This design comes from an exercise in tuning for small area on the open sky130 flow, not from production work. In this exercise RTL edits were held to simulation tests only and were not proved equivalent to the original.

==> flow/design.v <==
module clk_divider(
    input clk,
    input rst,
    output reg [1:0] sel
    );
    reg [9:0] c;
    wire wrap = &c;
    always @(posedge clk) begin
        if (rst) begin
            c <= 10'd524;
            sel <= 2'd0;
        end else begin
            c <= wrap ? 10'd24 : c + 10'd1;
            if (wrap) sel <= sel + 2'd1;
        end
    end
endmodule
module segdec(input th, input [3:0] x, output reg [7:0] seg);
  always @(*) begin
    case ({th, x})
      5'b00000: seg = 8'b01111111;
      5'b00001: seg = 8'b01111011;
      5'b00010: seg = 8'b00110011;
      5'b00011: seg = 8'b01011011;
      5'b01000: seg = 8'b01011111;
      5'b01001: seg = 8'b01110000;
      5'b01010: seg = 8'b01101101;
      5'b01011: seg = 8'b01111001;
      5'b01110: seg = 8'b01111110;
      5'b01111: seg = 8'b00110000;
      5'b10000: seg = 8'b01111110;
      5'b10001: seg = 8'b00110000;
      5'b10010: seg = 8'b01101101;
      5'b10011: seg = 8'b01111001;
      5'b10100: seg = 8'b00110011;
      5'b10101: seg = 8'b01011011;
      5'b10110: seg = 8'b01011111;
      5'b10111: seg = 8'b01110000;
      5'b11000: seg = 8'b01111111;
      5'b11001: seg = 8'b01111011;
      5'b11010: seg = 8'b01111111;
      5'b11011: seg = 8'b01111111;
      5'b11100: seg = 8'b01111111;
      5'b11101: seg = 8'b01111111;
      5'b11110: seg = 8'b01111111;
      5'b11111: seg = 8'b01111111;
      default: seg = 8'b0111_1111;
    endcase
  end
endmodule
module disp(
        input [31:0] val,
        input clk,
        input rst,
        output [3:0] digit_sel,
        output [7:0] seg
  );
  wire [1:0] s;
  wire [7:0] S;
  wire [3:0] dun, dte, dhu, dth;
  reg [3:0] num;
  clk_divider refresh(.clk(clk), .rst(rst), .sel(s));
  assign digit_sel = {s == 2'd3, s == 2'd2, s == 2'd1, s == 2'd0};
  sumtree u_sum(.y(val[31:7]), .S(S));
  dabble u_dab(.r({S, val[6:0]}), .dun(dun), .dte(dte), .dhu(dhu), .dth(dth));
  always @(*) begin
    case (s)
      2'd0: num = dun;
      2'd1: num = dte;
      2'd2: num = dhu;
      default: num = dth;
    endcase
  end
  segdec p1(.th(s == 2'd3), .x(num), .seg(seg));
endmodule
module sumtree(input [24:0] y, output [7:0] S);
  wire t1, t2;
  fadd at1(.a(y[0]), .b(y[7]), .c(y[13]), .s(t1), .co(t2));
  wire t3, t4;
  fadd at3(.a(y[14]), .b(y[18]), .c(y[21]), .s(t3), .co(t4));
  wire t5, t6;
  fadd at5(.a(y[24]), .b(t1), .c(t3), .s(t5), .co(t6));
  wire t7, t8;
  fadd at7(.a(y[1]), .b(y[7]), .c(y[8]), .s(t7), .co(t8));
  wire t9, t10;
  fadd at9(.a(y[13]), .b(y[15]), .c(y[18]), .s(t9), .co(t10));
  wire t11, t12;
  fadd at11(.a(y[19]), .b(y[21]), .c(y[22]), .s(t11), .co(t12));
  wire t13, t14;
  fadd at13(.a(y[24]), .b(t2), .c(t4), .s(t13), .co(t14));
  wire t15, t16;
  fadd at15(.a(t6), .b(t7), .c(t9), .s(t15), .co(t16));
  wire t17, t18;
  fadd at17(.a(t11), .b(t13), .c(t15), .s(t17), .co(t18));
  wire t19, t20;
  fadd at19(.a(y[2]), .b(y[8]), .c(y[9]), .s(t19), .co(t20));
  wire t21, t22;
  fadd at21(.a(y[16]), .b(y[19]), .c(y[20]), .s(t21), .co(t22));
  wire t23, t24;
  fadd at23(.a(y[22]), .b(y[23]), .c(t8), .s(t23), .co(t24));
  wire t25, t26;
  fadd at25(.a(t10), .b(t12), .c(t14), .s(t25), .co(t26));
  wire t27, t28;
  fadd at27(.a(t16), .b(t18), .c(t19), .s(t27), .co(t28));
  wire t29, t30;
  fadd at29(.a(t21), .b(t23), .c(t25), .s(t29), .co(t30));
  wire t31, t32;
  fadd at31(.a(y[3]), .b(y[9]), .c(y[10]), .s(t31), .co(t32));
  wire t33, t34;
  fadd at33(.a(y[14]), .b(y[17]), .c(y[20]), .s(t33), .co(t34));
  wire t35, t36;
  fadd at35(.a(y[21]), .b(y[23]), .c(y[24]), .s(t35), .co(t36));
  wire t37, t38;
  fadd at37(.a(t20), .b(t22), .c(t24), .s(t37), .co(t38));
  wire t39, t40;
  fadd at39(.a(t26), .b(t28), .c(t30), .s(t39), .co(t40));
  wire t41, t42;
  fadd at41(.a(t31), .b(t33), .c(t35), .s(t41), .co(t42));
  wire t43, t44;
  fadd at43(.a(t37), .b(t39), .c(t41), .s(t43), .co(t44));
  wire t45, t46;
  fadd at45(.a(y[4]), .b(y[10]), .c(y[11]), .s(t45), .co(t46));
  wire t47, t48;
  fadd at47(.a(y[15]), .b(y[18]), .c(y[21]), .s(t47), .co(t48));
  wire t49, t50;
  fadd at49(.a(y[22]), .b(y[24]), .c(t32), .s(t49), .co(t50));
  wire t51, t52;
  fadd at51(.a(t34), .b(t36), .c(t38), .s(t51), .co(t52));
  wire t53, t54;
  fadd at53(.a(t40), .b(t42), .c(t44), .s(t53), .co(t54));
  wire t55, t56;
  fadd at55(.a(t45), .b(t47), .c(t49), .s(t55), .co(t56));
  wire t57, t58;
  fadd at57(.a(t51), .b(t53), .c(t55), .s(t57), .co(t58));
  wire t59, t60;
  fadd at59(.a(y[5]), .b(y[11]), .c(y[12]), .s(t59), .co(t60));
  wire t61, t62;
  fadd at61(.a(y[16]), .b(y[19]), .c(y[22]), .s(t61), .co(t62));
  wire t63, t64;
  fadd at63(.a(y[23]), .b(t46), .c(t48), .s(t63), .co(t64));
  wire t65, t66;
  fadd at65(.a(t50), .b(t52), .c(t54), .s(t65), .co(t66));
  wire t67, t68;
  fadd at67(.a(t56), .b(t58), .c(t59), .s(t67), .co(t68));
  wire t69, t70;
  fadd at69(.a(t61), .b(t63), .c(t65), .s(t69), .co(t70));
  wire t71, t72;
  fadd at71(.a(y[6]), .b(y[12]), .c(y[13]), .s(t71), .co(t72));
  wire t73, t74;
  fadd at73(.a(y[17]), .b(y[20]), .c(y[23]), .s(t73), .co(t74));
  wire t75, t76;
  fadd at75(.a(y[24]), .b(t60), .c(t62), .s(t75), .co(t76));
  wire t77, t78;
  fadd at77(.a(t64), .b(t66), .c(t68), .s(t77), .co(t78));
  wire t79, t80;
  fadd at79(.a(t70), .b(t71), .c(t73), .s(t79), .co(t80));
  wire t81, t82;
  fadd at81(.a(t75), .b(t77), .c(t79), .s(t81), .co(t82));
  wire t83, t84;
  fadd at83(.a(t5), .b(t72), .c(t74), .s(t83), .co(t84));
  wire t85, t86;
  fadd at85(.a(t76), .b(t78), .c(t80), .s(t85), .co(t86));
  wire t87, t88;
  fadd at87(.a(t82), .b(t83), .c(t85), .s(t87), .co(t88));
  wire t89, t90;
  fadd at89(.a(t17), .b(t72), .c(t74), .s(t89), .co(t90));
  wire t91, t92;
  fadd at91(.a(t76), .b(t78), .c(t80), .s(t91), .co(t92));
  wire t93, t94;
  fadd at93(.a(t82), .b(t84), .c(t86), .s(t93), .co(t94));
  wire t95, t96;
  fadd at95(.a(t88), .b(t89), .c(t91), .s(t95), .co(t96));
  wire t97, t98;
  fadd at97(.a(t27), .b(t29), .c(t90), .s(t97), .co(t98));
  wire t99, t100;
  fadd at99(.a(t92), .b(t94), .c(t96), .s(t99), .co(t100));
  wire t101, t102;
  fadd at101(.a(t43), .b(t98), .c(t100), .s(t101), .co(t102));
  wire t103, t104;
  hadd at103(.a(t93), .b(t95), .s(t103), .co(t104));
  wire t105, t106;
  fadd at105(.a(t97), .b(t99), .c(t104), .s(t105), .co(t106));
  wire t107, t108;
  hadd at107(.a(t101), .b(t106), .s(t107), .co(t108));
  wire t109, t110;
  fadd at109(.a(t57), .b(t102), .c(t108), .s(t109), .co(t110));
  wire t111, t112;
  fadd at111(.a(t67), .b(t69), .c(t110), .s(t111), .co(t112));
  wire t113, t114;
  hadd at113(.a(t81), .b(t112), .s(t113), .co(t114));
  assign S = {t114, t113, t111, t109, t107, t105, t103, t87};
endmodule
module dabble(input [14:0] r, output [3:0] dun, output [3:0] dte, output [3:0] dhu, output [3:0] dth);
  wire [39:1] q;
  wire [2:0] g1, g2, g3, g4, g5, g6, g7, g8, g9, g10, g11, g12, g13, g14, g15, g16, g17, g18, g19, g20, g21, g22, g23, g24, g25, g26, g27, g28, g29, g30, g31, g32, g33, g34, g35, g36, g37, g38, g39;
  assign q[1] = 1'b0;
  assign g1 = {1'b1, ~r[14], 1'b1};
  dstep u2 (.b(r[13]), .g(g1), .q(q[2]), .gn(g2));
  dstep u3 (.b(r[12]), .g(g2), .q(q[3]), .gn(g3));
  dstep u4 (.b(r[11]), .g(g3), .q(q[4]), .gn(g4));
  dstep u5 (.b(r[10]), .g(g4), .q(q[5]), .gn(g5));
  dstep u6 (.b(r[9]), .g(g5), .q(q[6]), .gn(g6));
  dstep u7 (.b(r[8]), .g(g6), .q(q[7]), .gn(g7));
  dstep u8 (.b(r[7]), .g(g7), .q(q[8]), .gn(g8));
  dstep u9 (.b(r[6]), .g(g8), .q(q[9]), .gn(g9));
  dstep u10 (.b(r[5]), .g(g9), .q(q[10]), .gn(g10));
  dstep u11 (.b(r[4]), .g(g10), .q(q[11]), .gn(g11));
  dstep u12 (.b(r[3]), .g(g11), .q(q[12]), .gn(g12));
  dstep u13 (.b(r[2]), .g(g12), .q(q[13]), .gn(g13));
  dstep u14 (.b(r[1]), .g(g13), .q(q[14]), .gn(g14));
  assign q[15] = 1'b0;
  assign g15 = {1'b1, ~q[1], 1'b1};
  dstep u16 (.b(q[2]), .g(g15), .q(q[16]), .gn(g16));
  dstep u17 (.b(q[3]), .g(g16), .q(q[17]), .gn(g17));
  dstep u18 (.b(q[4]), .g(g17), .q(q[18]), .gn(g18));
  dstep u19 (.b(q[5]), .g(g18), .q(q[19]), .gn(g19));
  dstep u20 (.b(q[6]), .g(g19), .q(q[20]), .gn(g20));
  dstep u21 (.b(q[7]), .g(g20), .q(q[21]), .gn(g21));
  dstep u22 (.b(q[8]), .g(g21), .q(q[22]), .gn(g22));
  dstep u23 (.b(q[9]), .g(g22), .q(q[23]), .gn(g23));
  dstep u24 (.b(q[10]), .g(g23), .q(q[24]), .gn(g24));
  dstep u25 (.b(q[11]), .g(g24), .q(q[25]), .gn(g25));
  dstep u26 (.b(q[12]), .g(g25), .q(q[26]), .gn(g26));
  dstep u27 (.b(q[13]), .g(g26), .q(q[27]), .gn(g27));
  assign q[28] = 1'b0;
  assign g28 = {1'b1, ~q[15], 1'b1};
  dstep u29 (.b(q[16]), .g(g28), .q(q[29]), .gn(g29));
  dstep u30 (.b(q[17]), .g(g29), .q(q[30]), .gn(g30));
  dstep u31 (.b(q[18]), .g(g30), .q(q[31]), .gn(g31));
  dstep u32 (.b(q[19]), .g(g31), .q(q[32]), .gn(g32));
  dstep u33 (.b(q[20]), .g(g32), .q(q[33]), .gn(g33));
  dstep u34 (.b(q[21]), .g(g33), .q(q[34]), .gn(g34));
  dstep u35 (.b(q[22]), .g(g34), .q(q[35]), .gn(g35));
  dstep u36 (.b(q[23]), .g(g35), .q(q[36]), .gn(g36));
  dstep u37 (.b(q[24]), .g(g36), .q(q[37]), .gn(g37));
  dstep u38 (.b(q[25]), .g(g37), .q(q[38]), .gn(g38));
  dstep u39 (.b(q[26]), .g(g38), .q(q[39]), .gn(g39));
  assign dun = {g14, r[0]};
  assign dte = {g27, q[14]};
  assign dhu = {g39, q[27]};
  assign dth = {q[36], q[37], q[38], q[39]};
endmodule
module dstep(input b, input [2:0] g, output q, output [2:0] gn);
  assign q = (~b & ~g[0] & ~g[1] & ~g[2]) | (b & ~g[0] & ~g[1] & ~g[2]) | (b & g[0] & ~g[1] & ~g[2]) | (~b & ~g[0] & g[1] & ~g[2]) | (b & ~g[0] & g[1] & ~g[2]) | (b & g[0] & g[1] & ~g[2]) | (~b & ~g[0] & ~g[1] & g[2]) | (b & ~g[0] & ~g[1] & g[2]) | (~b & ~g[0] & g[1] & g[2]) | (b & ~g[0] & g[1] & g[2]);
  assign gn[0] = (b & g[0] & ~g[1] & ~g[2]) | (~b & ~g[0] & g[1] & ~g[2]) | (b & ~g[0] & g[1] & ~g[2]) | (~b & g[0] & g[1] & ~g[2]) | (b & g[0] & g[1] & ~g[2]) | (~b & ~g[0] & ~g[1] & g[2]) | (b & ~g[0] & ~g[1] & g[2]) | (~b & g[0] & ~g[1] & g[2]) | (~b & ~g[0] & g[1] & g[2]) | (b & ~g[0] & g[1] & g[2]) | (~b & g[0] & g[1] & g[2]) | (b & g[0] & g[1] & g[2]);
  assign gn[1] = (b & g[0] & ~g[1] & ~g[2]) | (~b & ~g[0] & g[1] & ~g[2]) | (b & ~g[0] & g[1] & ~g[2]) | (~b & g[0] & g[1] & ~g[2]) | (b & g[0] & g[1] & ~g[2]) | (~b & ~g[0] & g[1] & g[2]) | (~b & g[0] & g[1] & g[2]);
  assign gn[2] = (~b & ~g[0] & ~g[1] & ~g[2]) | (b & g[0] & ~g[1] & ~g[2]) | (~b & ~g[0] & g[1] & ~g[2]) | (b & ~g[0] & g[1] & ~g[2]) | (~b & g[0] & g[1] & ~g[2]) | (b & g[0] & g[1] & ~g[2]) | (~b & ~g[0] & ~g[1] & g[2]) | (b & g[0] & ~g[1] & g[2]) | (~b & ~g[0] & g[1] & g[2]) | (b & ~g[0] & g[1] & g[2]) | (~b & g[0] & g[1] & g[2]) | (b & g[0] & g[1] & g[2]);
endmodule
module fadd(input a, input b, input c, output s, output co);
  assign s = a ^ b ^ c;
  assign co = (a & (b | c)) | (b & c);
endmodule
module hadd(input a, input b, output s, output co);
  assign s = a ^ b;
  assign co = a & b;
endmodule
==> flow/run.sh <==
#!/bin/bash
# synth_recipe.tcl (not shown) runs the flow's synth.tcl, then flattens the netlist and writes it again
# the make line also repeats each setting of config.mk as NAME=value (left out here)
make -C /OpenROAD-flow-scripts/flow DESIGN_CONFIG=/design/flow/config.mk WORK_HOME=/design/flow/orfs CLKGATE_MAP_FILE= SYNTH_SCRIPT=/design/flow/synth_recipe.tcl finish
==> flow/config.mk <==
export PLATFORM = sky130hd
export DESIGN_NAME = disp
export DESIGN_NICKNAME = disp
export VERILOG_FILES = /design/flow/design.v
export SDC_FILE = /design/flow/constraint.sdc
export NUM_CORES = 4
export LEC_CHECK = 0
export ABC_AREA = 0
export CAP_MARGIN = 20
export CORE_MARGIN = 2
export CORE_UTILIZATION = 40
export SLEW_MARGIN = 20
export SYNTH_HIERARCHICAL = 1
export SYNTH_MINIMUM_KEEP_SIZE = 0
==> flow/constraint.sdc <==
create_clock -name core_clock -period 250.0 [get_ports {clk}]
set_input_delay 50.0000 -clock core_clock [delete_from_list [all_inputs] [get_ports {clk}]]
set_output_delay 50.0000 -clock core_clock [all_outputs]
set_load 0.01 [all_outputs]
==> impl_metrics.py <==
metrics = {
    "status": {
        "outcome": "no timing/DRC/antenna violations",
    },
    "setup_path": {
        "worst_ep_required_time_ns": 200.00,
        "crit_arrival_ns": 66.05,
        "worst-setup-path-type": "input pin to primary output",
        "r2r_cells": 4,
        "crit_top_cell": "fa_1",
        "crit_slowest_cell": "clkdlybuf4s50_1",
        "max_stage_delay_ns": 0.61,
        "end_kind": "primary output",
        "path_max_fanout": 6,
        "startpoint_type": "input pin",
    },
    "floorplanning": {
        "die_area_um2": 11410,
        "num_rows": 37,
        "ios": 46,
        "fp.dieW_um": 106.8,
        "die_h_um": 106.8,
        "core_area_um2": 10280,
        "initial_core_util_pct": 41.16,
    },
    "clocking": {
        "post_cts_buffers": 0,
        "cts_tree": "done",
        "cts.sinks": 12,
        "post_cts_resize_count": 0,
        "cts_hold_buf": 0,
        "clk_latency_ns": 0.24,
        "cts_inserted_buffers": 3,
        "cts_max_level": 1,
        "root_buffer": "clkbuf_8",
        "clk_path_buf_depth": 2,
        "clk_pin_slew_ns": 0.05,
    },
    "route": {
        "wl_per_cell_um": 11.85,
        "drtIter0Drc": 92,
        "viasPerCell": 5.198,
        "drc": 0,
        "vias": 3576,
        "drt_first_pass_iters": 4,
        "drt-total-wl_mm": 8.151,
        "detail-route-antenna-nets": 0,
    },
    "timing": {
        "fin_crit_sh_pct": 46.42,
        "hold_viol": 0,
        "setup_viol": 0,
        "fin_setup_tns_ns": 0,
        "rsz0062_at_grt": "no",
        "fin_crit_ns": 116.04,
        "fmax_mhz": 8.617,
        "worst_hold_slack_ns": 0.4729,
        "worst-slew-pin-transition_ns": 0.6670,
        "maxSlewHeadroom_pct": 55.06,
        "drv_slew": 0,
        "finClkSkew_ns": 0.0008187,
        "finalWorstSetupSlack_ns": 133.96,
    },
    "global_route": {
        "overflow": 0,
        "grt_usage_pct": 14.84,
        "grt_start_max_net_pins": 16,
        "grt_pass1_vias": 3457,
        "antenna_found_initial": 0,
        "grt_pass1_wl_mm": 14.35,
    },
    "cells_and_area": {
        "area_growth_pct": 14.23,
        "final_core_util_pct": 47.02,
        "nFillCells": 1033,
        "nets": 652,
        "final_cells": 688,
        "stdcell_area_um2": 4832,
        "drive_above_1_share_pct": 9.783,
        "insertedDiodeCount": 0,
    },
    "logic_synthesis": {
        "yosysWarnings": 9,
        "syn_area_per_cell_um2": 8.529,
        "syn_area_um2": 4230,
        "synthCells": 496,
    },
    "worst_hold_path": {
        "whs_path_depth": 1,
        "min_path_type": "flop to flop",
    },
    "placement": {
        "gp_congestion": 0.8093,
        "dp_slack_ns": 133.85,
        "dp_hpwl_mm": 7.138,
        "placed_cell_area_um2": 4791,
        "dp_cells": 685,
        "portBuffers": 44,
    },
    "run": {
        "cap_violations": 0,
    },
}
[worst paths after layout]
kind	startpoint	to	slack [ns]
max	val[28]	seg[3]	133.96
min	refresh.c[0]	refresh.c[0]	0.47
max reg2reg	refresh.c[0]	refresh.sel[0]	248.32
min reg2reg	refresh.c[0]	refresh.c[0]	0.47
[cell usage in the layout, fill, tap and decap left out, types with 2 or more instances in the layout]
cell type	count
a21o_1	2
a21oi_1	113
a31oi_1	3
and3_1	36
clkbuf_8	3
clkdlybuf4s50_1	44
conb_1	32
dfxtp_1	12
fa_1	54
ha_1	10
inv_1	36
mux2i_1	3
mux4_2	4
nand2_1	6
nand2b_1	36
nand3_1	5
nand3b_1	2
nand4_1	2
nor2_1	4
nor2b_1	5
nor2b_4	2
nor3_1	4
o21ai_0	32
o21ai_1	2
o21bai_2	36
o31ai_1	2
or3_1	3
or3_2	2
xor2_1	36
[area by class of cell]
type                    instances  area (um2)  share of cell area, %
repair buffers                 44       440.4                  9.114
clock buffers                   3       41.29                 0.8545
well taps                     136       170.2                  3.521
flip-flops and latches         12       240.2                  4.972
inverters                      36       135.1                  2.796
multi-input cells             457        3805                  78.74
[flip-flops by register name (all words and copies together), names as in the netlist]
signal	cells
refresh.c	10
refresh.sel	2
[worst max-delay path, delay by kind of cell]
kind            cells  cell delay, ns
fa+ha+maj          21            8.73
buf+inv             4            1.29
xor+xnor            2            0.34
mux                 1            0.53
compound gates     20            4.43
simple gates        4            0.70
[per-layer routing]
metal | wire length [um] | track usage (%)
met1 | 3602 | 17.75
met4 | 43 | 2.226
met2 | 4315 | 29.48
met5 | 0 | 0
met3 | 190 | 0.8511

-- afterwards: timing with drivers on the ports --
Ports are ideal in the flow. The routed layout listed here was re-timed in OpenROAD. Step 1 (the two cells are an assumption about what drives the block):
set clk [get_ports {clk}]
set_driving_cell -lib_cell sky130_fd_sc_hd__clkbuf_16 $clk
set_driving_cell -lib_cell sky130_fd_sc_hd__buf_2 [delete_from_list [all_inputs] $clk]
Step 2 also shifts input and output timing later by t, the mid clock arrival at the registers, as if the neighbouring blocks saw the same clock. a / b / c = no drivers / after step 1 / after step 2; a / b = the first two.
t, ns: 0.258
setup slack, ns: 133.955 / 133.932 / 133.932
worst hold slack (ns): 0.473 / 0.473 / 0.473
worst slew at a driven data input, ns: 0.03
cell pins on the clock port's net: 1
After both steps setup and hold are still met in this run. The setup slack of this run moves by -0.023 ns with the drivers and by -0.023 ns with both steps.
